Source: an optimization exercise on an open RTL-to-GDS flow (aim: small area). Production flows keep margins and buffers that such runs may drop.
In this exercise RTL edits were held to simulation tests only and were not proved equivalent to the original.

## top_module
module top_module(
	input CLOCK,
	input reset,
	input PS2Clk,
	input PS2Data,
	input [15:1] SW,
	input PB1,PB2,
	output [6:0] seg,
	output [3:0] an,
	output [3:0] JA,
	output LED
    );
Size in the first run: about 37 I/O pins, roughly 12000 µm² of cells after synthesis.
Settings: LEC_CHECK=0, CAP_MARGIN=20, CORE_MARGIN=2, CORE_UTILIZATION=40, GPL_TIMING_DRIVEN=0, SLEW_MARGIN=20; clock period 44.0 ns.
standard.sh (not shown) runs the stock make flow with config.mk's settings and CLKGATE_MAP_FILE= SYNTH_SCRIPT=/design/flow/synth_recipe.tcl, a recipe that flattens the netlist after the stock synthesis.
==> flow/flow/run.sh <==
#!/bin/bash
# Own layout flow: the standard synthesis (registers and their names
# unchanged), then the combinational logic between the registers
# re-optimised for area by ABC, then the standard layout from floorplan
# to finish.  Each tool writes its full output to a log of its own here.
set -euo pipefail
W=$(pwd)
F=$W/flow
R=$W/orfs/results/${FLOW_PLATFORM:-sky130hd}/top_module/base
export REOPT_LIB=$FLOW_HOME/platforms/sky130hd/lib/sky130_fd_sc_hd__tt_025C_1v80.lib
export REOPT_DIR=$W/reopt
mkdir -p "$REOPT_DIR"

# 1. standard synthesis only
bash standard.sh "$R/1_2_yosys.v" > "$W/flow_synth.log" 2>&1
cp "$R/1_2_yosys.v" "$REOPT_DIR/std.v"

# 2. combinational re-optimisation
grep -o -- "-dont_use [A-Za-z0-9_]*" "$W/orfs/logs/${FLOW_PLATFORM:-sky130hd}/top_module/base/1_2_yosys.log" \
    | sort -u | tr '\n' ' ' > "$REOPT_DIR/dont_use.txt" || true
yosys -q -p "read_liberty -ignore_miss_func $REOPT_LIB; write_verilog -noattr $REOPT_DIR/cells_all.v" \
    > "$W/flow_cells.log" 2>&1
python3 "$F/comb_cells.py" "$REOPT_DIR/cells_all.v" "$REOPT_DIR/cells_comb.v" > "$W/flow_comb_cells.log" 2>&1
export REOPT_IN=$REOPT_DIR/std.v
export REOPT_OUT=$REOPT_DIR/reopt.v
export REOPT_SCRIPT=$F/area.abc
yosys -c "$F/reopt.tcl" > "$W/flow_reopt.log" 2>&1
cp "$REOPT_OUT" "$R/1_2_yosys.v"

# 3. standard layout from the re-optimised netlist, with small port
#    buffers and a clock tree of small buffers
export BUFFER_PORTS_ARGS="-buffer_cell sky130_fd_sc_hd__buf_1"
export CTS_ARGS="-sink_clustering_enable -repair_clock_nets -buf_list sky130_fd_sc_hd__clkbuf_8 -root_buf sky130_fd_sc_hd__clkbuf_16 -sink_clustering_size 8 -sink_clustering_max_diameter 30 -dont_use_dummy_load"
bash standard.sh > "$W/flow_layout.log" 2>&1
==> flow/flow/reopt.tcl <==
# Re-optimise the combinational logic of the standard netlist for area.
# Registers (and every other non-combinational cell) stay as they are.
yosys -import
set lib $::env(REOPT_LIB)
set du [string trim [read [open $::env(REOPT_DIR)/dont_use.txt]]]
read_liberty -lib $lib
read_verilog $::env(REOPT_IN)
hierarchy -check -top top_module
tee -o $::env(REOPT_DIR)/stat_before.txt stat -liberty $lib
techmap -map $::env(REOPT_DIR)/cells_comb.v
techmap
opt -purge
# hide the names techmap gave the cells' internal nets, so that ports keep
# their own nets and need no extra buffers
yosys rename -hide w:*.*
eval abc -script $::env(REOPT_SCRIPT) -liberty $lib $du
opt_clean -purge
hilomap -singleton -hicell sky130_fd_sc_hd__conb_1 HI -locell sky130_fd_sc_hd__conb_1 LO
insbuf -buf sky130_fd_sc_hd__buf_4 A X
splitnets
opt_clean -purge
check -assert
tee -o $::env(REOPT_DIR)/stat_after.txt stat -liberty $lib
write_verilog -noattr -nohex -nodec $::env(REOPT_OUT)
Other scripts of this flow, unchanged in this note and not shown: flow/flow/area.abc, flow/flow/comb_cells.py
The starting point went through all stages and came out clean.
==> next run, changes <==
--- a/flow/flow/run.sh
+++ b/flow/flow/run.sh
@@ -25,4 +25,13 @@
-export REOPT_OUT=$REOPT_DIR/reopt.v
-export REOPT_SCRIPT=$F/area.abc
-yosys -c "$F/reopt.tcl" > "$W/flow_reopt.log" 2>&1
-cp "$REOPT_OUT" "$R/1_2_yosys.v"
+# four ABC runs with different seeds side by side; the smallest is kept
+for seed in 1 2 3 4; do
+    sed "s/&deepsyn -T 60/\&deepsyn -T 150 -S $seed/" "$F/area.abc" > "$REOPT_DIR/area_$seed.abc"
+    REOPT_SCRIPT=$REOPT_DIR/area_$seed.abc REOPT_OUT=$REOPT_DIR/reopt_$seed.v REOPT_TAG=_$seed \
+        yosys -c "$F/reopt.tcl" > "$W/flow_reopt_$seed.log" 2>&1 &
+done
+wait
+best=$(for seed in 1 2 3 4; do
+    a=$(sed -n "s/.*Chip area for module .*: //p" "$REOPT_DIR/stat_after_$seed.txt" 2>/dev/null)
+    [ -n "$a" ] && [ -s "$REOPT_DIR/reopt_$seed.v" ] && echo "$a $seed"
+done | sort -g | head -n 1 | cut -d' ' -f2)
+echo "kept ABC run $best" > "$W/flow_reopt_pick.log"
+cp "$REOPT_DIR/reopt_$best.v" "$R/1_2_yosys.v"
@@ -33 +42 @@
-export CTS_ARGS="-sink_clustering_enable -repair_clock_nets -buf_list sky130_fd_sc_hd__clkbuf_8 -root_buf sky130_fd_sc_hd__clkbuf_16 -sink_clustering_size 8 -sink_clustering_max_diameter 30 -dont_use_dummy_load"
+export CTS_ARGS="-sink_clustering_enable -repair_clock_nets -buf_list sky130_fd_sc_hd__clkbuf_8 -root_buf sky130_fd_sc_hd__clkbuf_16 -sink_clustering_size 16 -dont_use_dummy_load"
--- a/flow/flow/reopt.tcl
+++ b/flow/flow/reopt.tcl
@@ -9 +9 @@
-tee -o $::env(REOPT_DIR)/stat_before.txt stat -liberty $lib
+tee -o $::env(REOPT_DIR)/stat_before$::env(REOPT_TAG).txt stat -liberty $lib
@@ -23 +23 @@
-tee -o $::env(REOPT_DIR)/stat_after.txt stat -liberty $lib
+tee -o $::env(REOPT_DIR)/stat_after$::env(REOPT_TAG).txt stat -liberty $lib
- CAP_MARGIN: 20 -> 5
- CORE_UTILIZATION: 40 -> 65
- SETUP_SLACK_MARGIN: not set -> -2
- SLEW_MARGIN: 20 -> 5
Effect: The new run finished with timing, DRC and antenna clean. Setup slack gets worse by 2.2 ns. Die area goes down by well over a third.
==> next run, changes <==
--- a/flow/flow/run.sh
+++ b/flow/flow/run.sh
@@ -26 +26 @@
-for seed in 1 2 3 4; do
+for seed in 4; do
@@ -32 +32 @@
-best=$(for seed in 1 2 3 4; do
+best=$(for seed in 4; do
@@ -42 +42 @@
-export CTS_ARGS="-sink_clustering_enable -repair_clock_nets -buf_list sky130_fd_sc_hd__clkbuf_8 -root_buf sky130_fd_sc_hd__clkbuf_16 -sink_clustering_size 16 -dont_use_dummy_load"
+export CTS_ARGS="-sink_clustering_enable -repair_clock_nets -buf_list sky130_fd_sc_hd__clkbuf_8 -root_buf sky130_fd_sc_hd__clkbuf_8 -sink_clustering_size 16 -dont_use_dummy_load"
- CORE_UTILIZATION: 65 -> 70
Outcome:
- The changed run produced a clean layout
- routed wire length grows by 1.4%
- non-clock buffer count is unchanged
- hold slack improved by 0.015 ns
- cell area stays flat
- die area shrinks by 6.9%
- final cell count shrinks by 0.46%
- critical path depth grows by 2
==> next run, changes <==
--- a/flow/flow/run.sh
+++ b/flow/flow/run.sh
@@ -42 +42 @@
-export CTS_ARGS="-sink_clustering_enable -repair_clock_nets -buf_list sky130_fd_sc_hd__clkbuf_8 -root_buf sky130_fd_sc_hd__clkbuf_8 -sink_clustering_size 16 -dont_use_dummy_load"
+export CTS_ARGS="-sink_clustering_enable -repair_clock_nets -buf_list sky130_fd_sc_hd__clkbuf_8 -root_buf sky130_fd_sc_hd__clkbuf_16 -sink_clustering_size 16 -dont_use_dummy_load"
- CAP_MARGIN: 5 -> 0
- CORE_UTILIZATION: 70 -> 65
- SLEW_MARGIN: 5 -> 0
What happened: The new run ran to the end with no violations. First-iteration DRC count came out lower by 19%. Worst setup slack improved by 0.20 ns. Register-to-register slack improved by 0.20 ns. Clock skew came out lower by 0.012 ns. Worst hold slack got worse by 0.014 ns. Critical path depth came out lower by 1. Wire length came out lower by about 1.9%. Clock-buffer cell count is unchanged. Synthesized cell count stays the same.
==> next run, changes <==
--- a/flow/flow/run.sh
+++ b/flow/flow/run.sh
@@ -25,13 +25,4 @@
-# four ABC runs with different seeds side by side; the smallest is kept
-for seed in 4; do
-    sed "s/&deepsyn -T 60/\&deepsyn -T 150 -S $seed/" "$F/area.abc" > "$REOPT_DIR/area_$seed.abc"
-    REOPT_SCRIPT=$REOPT_DIR/area_$seed.abc REOPT_OUT=$REOPT_DIR/reopt_$seed.v REOPT_TAG=_$seed \
-        yosys -c "$F/reopt.tcl" > "$W/flow_reopt_$seed.log" 2>&1 &
-done
-wait
-best=$(for seed in 4; do
-    a=$(sed -n "s/.*Chip area for module .*: //p" "$REOPT_DIR/stat_after_$seed.txt" 2>/dev/null)
-    [ -n "$a" ] && [ -s "$REOPT_DIR/reopt_$seed.v" ] && echo "$a $seed"
-done | sort -g | head -n 1 | cut -d' ' -f2)
-echo "kept ABC run $best" > "$W/flow_reopt_pick.log"
-cp "$REOPT_DIR/reopt_$best.v" "$R/1_2_yosys.v"
+export REOPT_OUT=$REOPT_DIR/reopt.v
+export REOPT_SCRIPT=$F/area.abc
+yosys -c "$F/reopt.tcl" > "$W/flow_reopt.log" 2>&1
+cp "$REOPT_OUT" "$R/1_2_yosys.v"
--- a/flow/flow/reopt.tcl
+++ b/flow/flow/reopt.tcl
@@ -9 +9 @@
-tee -o $::env(REOPT_DIR)/stat_before$::env(REOPT_TAG).txt stat -liberty $lib
+tee -o $::env(REOPT_DIR)/stat_before.txt stat -liberty $lib
@@ -23 +23 @@
-tee -o $::env(REOPT_DIR)/stat_after$::env(REOPT_TAG).txt stat -liberty $lib
+tee -o $::env(REOPT_DIR)/stat_after.txt stat -liberty $lib
- CAP_MARGIN: 0 -> 20
- CORE_UTILIZATION: 65 -> 40
- SETUP_SLACK_MARGIN: -2 -> not set
- SLEW_MARGIN: 0 -> 20
Outcome: Worst setup slack improves by 2.3 ns. Die area went up by 63%. Wire length climbs by 6.2%. Worst hold slack degrades by 0.025 ns. Final area increases by 3.9%.
==> next run, changes <==
--- a/flow/flow/run.sh
+++ b/flow/flow/run.sh
@@ -25,4 +25,19 @@
-export REOPT_OUT=$REOPT_DIR/reopt.v
-export REOPT_SCRIPT=$F/area.abc
-yosys -c "$F/reopt.tcl" > "$W/flow_reopt.log" 2>&1
-cp "$REOPT_OUT" "$R/1_2_yosys.v"
+# eight ABC runs with different seeds, four at a time; the smallest is kept
+for batch in "1 2 3 4" "5 6 7 8"; do
+    for seed in $batch; do
+        sed "s/&deepsyn -T 60/\&deepsyn -T 150 -S $seed/" "$F/area.abc" > "$REOPT_DIR/area_$seed.abc"
+        REOPT_SCRIPT=$REOPT_DIR/area_$seed.abc REOPT_OUT=$REOPT_DIR/reopt_$seed.v REOPT_TAG=_$seed \
+            yosys -c "$F/reopt.tcl" > "$W/flow_reopt_$seed.log" 2>&1 &
+    done
+    wait
+done
+best=$(for seed in 1 2 3 4 5 6 7 8; do
+    a=$(sed -n "s/.*Chip area for module .*: //p" "$REOPT_DIR/stat_after_$seed.txt" 2>/dev/null)
+    [ -n "$a" ] && [ -s "$REOPT_DIR/reopt_$seed.v" ] && echo "$a $seed"
+done | sort -g | head -n 1 | cut -d' ' -f2)
+if [ -n "$best" ]; then
+    echo "kept ABC run $best" > "$W/flow_reopt_pick.log"
+    cp "$REOPT_DIR/reopt_$best.v" "$R/1_2_yosys.v"
+else
+    echo "no ABC run finished; standard netlist kept" > "$W/flow_reopt_pick.log"
+fi
--- a/flow/flow/reopt.tcl
+++ b/flow/flow/reopt.tcl
@@ -9 +9 @@
-tee -o $::env(REOPT_DIR)/stat_before.txt stat -liberty $lib
+tee -o $::env(REOPT_DIR)/stat_before$::env(REOPT_TAG).txt stat -liberty $lib
@@ -23 +23 @@
-tee -o $::env(REOPT_DIR)/stat_after.txt stat -liberty $lib
+tee -o $::env(REOPT_DIR)/stat_after$::env(REOPT_TAG).txt stat -liberty $lib
- CORE_UTILIZATION: 40 -> 55
Outcome: Synthesized cell count goes down by about 3.5%; global-route usage came out higher by 6.0 points; worst setup slack is worse by 0.094 ns; fmax stays flat.

---

== run 1 ==
top_module again, from the RTL that the note above started with.
==> flow/config.mk <==
export PLATFORM = sky130hd
export DESIGN_NAME = top_module
export DESIGN_NICKNAME = top_module
export VERILOG_FILES = /design/flow/design.v
export SDC_FILE = /design/flow/constraint.sdc
export NUM_CORES = 4
export LEC_CHECK = 0
export CAP_MARGIN = 20
export CORE_MARGIN = 2
export CORE_UTILIZATION = 55
export GPL_TIMING_DRIVEN = 0
export SLEW_MARGIN = 20
==> flow/constraint.sdc <==
create_clock -name core_clock -period 44.0 [get_ports {CLOCK}]
set_input_delay 8.8000 -clock core_clock [delete_from_list [all_inputs] [get_ports {CLOCK}]]
set_output_delay 8.8000 -clock core_clock [all_outputs]
set_load 0.01 [all_outputs]
==> flow/flow/run.sh <==
#!/bin/bash
# Own layout flow: the standard synthesis (registers and their names
# unchanged), then the combinational logic between the registers
# re-optimised for area by ABC, then the standard layout from floorplan
# to finish.  Each tool writes its full output to a log of its own here.
set -euo pipefail
W=$(pwd)
F=$W/flow
R=$W/orfs/results/${FLOW_PLATFORM:-sky130hd}/top_module/base
export REOPT_LIB=$FLOW_HOME/platforms/sky130hd/lib/sky130_fd_sc_hd__tt_025C_1v80.lib
export REOPT_DIR=$W/reopt
mkdir -p "$REOPT_DIR"

# 1. standard synthesis only
bash standard.sh "$R/1_2_yosys.v" > "$W/flow_synth.log" 2>&1
cp "$R/1_2_yosys.v" "$REOPT_DIR/std.v"

# 2. combinational re-optimisation
grep -o -- "-dont_use [A-Za-z0-9_]*" "$W/orfs/logs/${FLOW_PLATFORM:-sky130hd}/top_module/base/1_2_yosys.log" \
    | sort -u | tr '\n' ' ' > "$REOPT_DIR/dont_use.txt" || true
yosys -q -p "read_liberty -ignore_miss_func $REOPT_LIB; write_verilog -noattr $REOPT_DIR/cells_all.v" \
    > "$W/flow_cells.log" 2>&1
python3 "$F/comb_cells.py" "$REOPT_DIR/cells_all.v" "$REOPT_DIR/cells_comb.v" > "$W/flow_comb_cells.log" 2>&1
export REOPT_IN=$REOPT_DIR/std.v
# four ABC runs with different seeds side by side; the smallest is kept
for seed in 1 2 3 4; do
    sed "s/&deepsyn -T 60/\&deepsyn -T 150 -S $seed/" "$F/area.abc" > "$REOPT_DIR/area_$seed.abc"
    REOPT_SCRIPT=$REOPT_DIR/area_$seed.abc REOPT_OUT=$REOPT_DIR/reopt_$seed.v REOPT_TAG=_$seed \
        yosys -c "$F/reopt.tcl" > "$W/flow_reopt_$seed.log" 2>&1 &
done
wait
best=$(for seed in 1 2 3 4; do
    a=$(sed -n "s/.*Chip area for module .*: //p" "$REOPT_DIR/stat_after_$seed.txt" 2>/dev/null)
    [ -n "$a" ] && [ -s "$REOPT_DIR/reopt_$seed.v" ] && echo "$a $seed"
done | sort -g | head -n 1 | cut -d' ' -f2)
echo "kept ABC run $best" > "$W/flow_reopt_pick.log"
cp "$REOPT_DIR/reopt_$best.v" "$R/1_2_yosys.v"

# 3. standard layout from the re-optimised netlist, with small port
#    buffers and a clock tree of small buffers
export BUFFER_PORTS_ARGS="-buffer_cell sky130_fd_sc_hd__buf_1"
export CTS_ARGS="-sink_clustering_enable -repair_clock_nets -buf_list sky130_fd_sc_hd__clkbuf_8 -root_buf sky130_fd_sc_hd__clkbuf_16 -sink_clustering_size 16 -dont_use_dummy_load"
bash standard.sh > "$W/flow_layout.log" 2>&1
Other scripts of this flow, unchanged in this note and not shown: flow/flow/area.abc, flow/flow/comb_cells.py, flow/flow/reopt.tcl
Run 1 finished every step from synthesis to the final layout, and the layout passed the timing, DRC and antenna checks.
## Diff of input files: run 2 against run 1
# run 1
export LEC_CHECK = 0
export CAP_MARGIN = 20
export CORE_MARGIN = 2
export CORE_UTILIZATION = 55
export GPL_TIMING_DRIVEN = 0
export SLEW_MARGIN = 20
create_clock -name core_clock -period 44.0 [get_ports {CLOCK}]
# run 2
export LEC_CHECK = 0
export CAP_MARGIN = 5
export CORE_MARGIN = 2
export CORE_UTILIZATION = 65
export GPL_TIMING_DRIVEN = 0
export SETUP_SLACK_MARGIN = -2
export SLEW_MARGIN = 5
create_clock -name core_clock -period 44.0 [get_ports {CLOCK}]
diff --git a/flow/flow/run.sh b/flow/flow/run.sh
--- a/flow/flow/run.sh
+++ b/flow/flow/run.sh
@@ -24,5 +24,5 @@
 export REOPT_IN=$REOPT_DIR/std.v
 # four ABC runs with different seeds side by side; the smallest is kept
-for seed in 1 2 3 4; do
+for seed in 4; do
     sed "s/&deepsyn -T 60/\&deepsyn -T 150 -S $seed/" "$F/area.abc" > "$REOPT_DIR/area_$seed.abc"
     REOPT_SCRIPT=$REOPT_DIR/area_$seed.abc REOPT_OUT=$REOPT_DIR/reopt_$seed.v REOPT_TAG=_$seed \
@@ -30,5 +30,5 @@
 done
 wait
-best=$(for seed in 1 2 3 4; do
+best=$(for seed in 4; do
     a=$(sed -n "s/.*Chip area for module .*: //p" "$REOPT_DIR/stat_after_$seed.txt" 2>/dev/null)
     [ -n "$a" ] && [ -s "$REOPT_DIR/reopt_$seed.v" ] && echo "$a $seed"
==> comparison <==
Run 2 against run 1; first-pass GRT wire length is down slightly.
Largest stage delay on the critical path in run 2 is 160 ps higher than in run 1
Total setup buffers inserted after CTS: run 1 vs run 2 identical
Going from run 1 to run 2, number of max-capacitance violations reported held steady, final wirelength shrank by about 0.9%, global-route track usage on met1 grew by 5.0 points, actual transition at the worst max-transition pin grew by 160 ps.
Sequential share of layout area (run 2 over run 1): increase, 0.35 points
Relative to run 2, the following input files were edited for run 3:
# run 2
export LEC_CHECK = 0
export CAP_MARGIN = 5
export CORE_MARGIN = 2
export CORE_UTILIZATION = 65
export GPL_TIMING_DRIVEN = 0
export SETUP_SLACK_MARGIN = -2
export SLEW_MARGIN = 5
create_clock -name core_clock -period 44.0 [get_ports {CLOCK}]
# run 3
export LEC_CHECK = 0
export CAP_MARGIN = 5
export CORE_MARGIN = 2
export CORE_UTILIZATION = 55
export GPL_TIMING_DRIVEN = 0
export SETUP_SLACK_MARGIN = -2
export SLEW_MARGIN = 5
create_clock -name core_clock -period 44.0 [get_ports {CLOCK}]
diff --git a/flow/flow/run.sh b/flow/flow/run.sh
--- a/flow/flow/run.sh
+++ b/flow/flow/run.sh
@@ -24,5 +24,5 @@
 export REOPT_IN=$REOPT_DIR/std.v
 # four ABC runs with different seeds side by side; the smallest is kept
-for seed in 4; do
+for seed in 1 2 3 4; do
     sed "s/&deepsyn -T 60/\&deepsyn -T 150 -S $seed/" "$F/area.abc" > "$REOPT_DIR/area_$seed.abc"
     REOPT_SCRIPT=$REOPT_DIR/area_$seed.abc REOPT_OUT=$REOPT_DIR/reopt_$seed.v REOPT_TAG=_$seed \
@@ -30,5 +30,5 @@
 done
 wait
-best=$(for seed in 4; do
+best=$(for seed in 1 2 3 4; do
     a=$(sed -n "s/.*Chip area for module .*: //p" "$REOPT_DIR/stat_after_$seed.txt" 2>/dev/null)
     [ -n "$a" ] && [ -s "$REOPT_DIR/reopt_$seed.v" ] && echo "$a $seed"
==> comparison <==
Comparing run 3 and run 2, the lower routed wire length is on run 2. Run 3 vs run 2: post-route standard cell area excluding fillers up slightly. Going from run 2 to run 3, number of placement rows saw an increase; setup slack saw an increase; final critical delay including setup and external delays saw a decrease.

==> afterwards: timing with drivers on the ports <==
Ports are ideal in the flow. The routed layouts listed here were re-timed in OpenROAD. Step 1 (the two cells are an assumption about what drives the block):
set clk [get_ports {CLOCK}]
set_driving_cell -lib_cell sky130_fd_sc_hd__clkbuf_16 $clk
set_driving_cell -lib_cell sky130_fd_sc_hd__buf_2 [delete_from_list [all_inputs] $clk]
Step 2 moves the port delays by t, midway between the first and last clock arrival at a register: inputs arrive t later, outputs are due t later. That takes back most of the time a late clock gives input paths. a / b / c = no drivers / after step 1 / after step 2; a / b = the first two.
run | t, ns | setup WS [ns] | hold slack, ns | cell pins on the clock port's net
the first run of note 1 | 0.423 | 4.398 / 4.398 / 4.398 | 0.409 / 0.409 / 0.409 | 1
the second run of note 1 | 0.420 | 2.212 / 2.212 / 2.212 | 0.433 / 0.433 / 0.433 | 1
the third run of note 1 | 0.495 | 1.903 / 1.903 / 1.903 | 0.447 / 0.447 / 0.447 | 1
the fourth run of note 1 | 0.412 | 2.098 / 2.098 / 2.098 | 0.434 / 0.434 / 0.434 | 1
the fifth run of note 1 | 0.423 | 4.398 / 4.398 / 4.398 | 0.409 / 0.409 / 0.409 | 1
the sixth run of note 1 | 0.417 | 4.304 / 4.304 / 4.304 | 0.440 / 0.440 / 0.440 | 1
run 1 | 0.417 | 4.304 / 4.304 / 4.304 | 0.440 / 0.440 / 0.440 | 1
run 2 | 0.420 | 2.212 / 2.212 / 2.212 | 0.433 / 0.433 / 0.433 | 1
run 3 | 0.418 | 2.551 / 2.551 / 2.551 | 0.420 / 0.420 / 0.420 | 1
After both steps setup and hold are still met in every run listed.
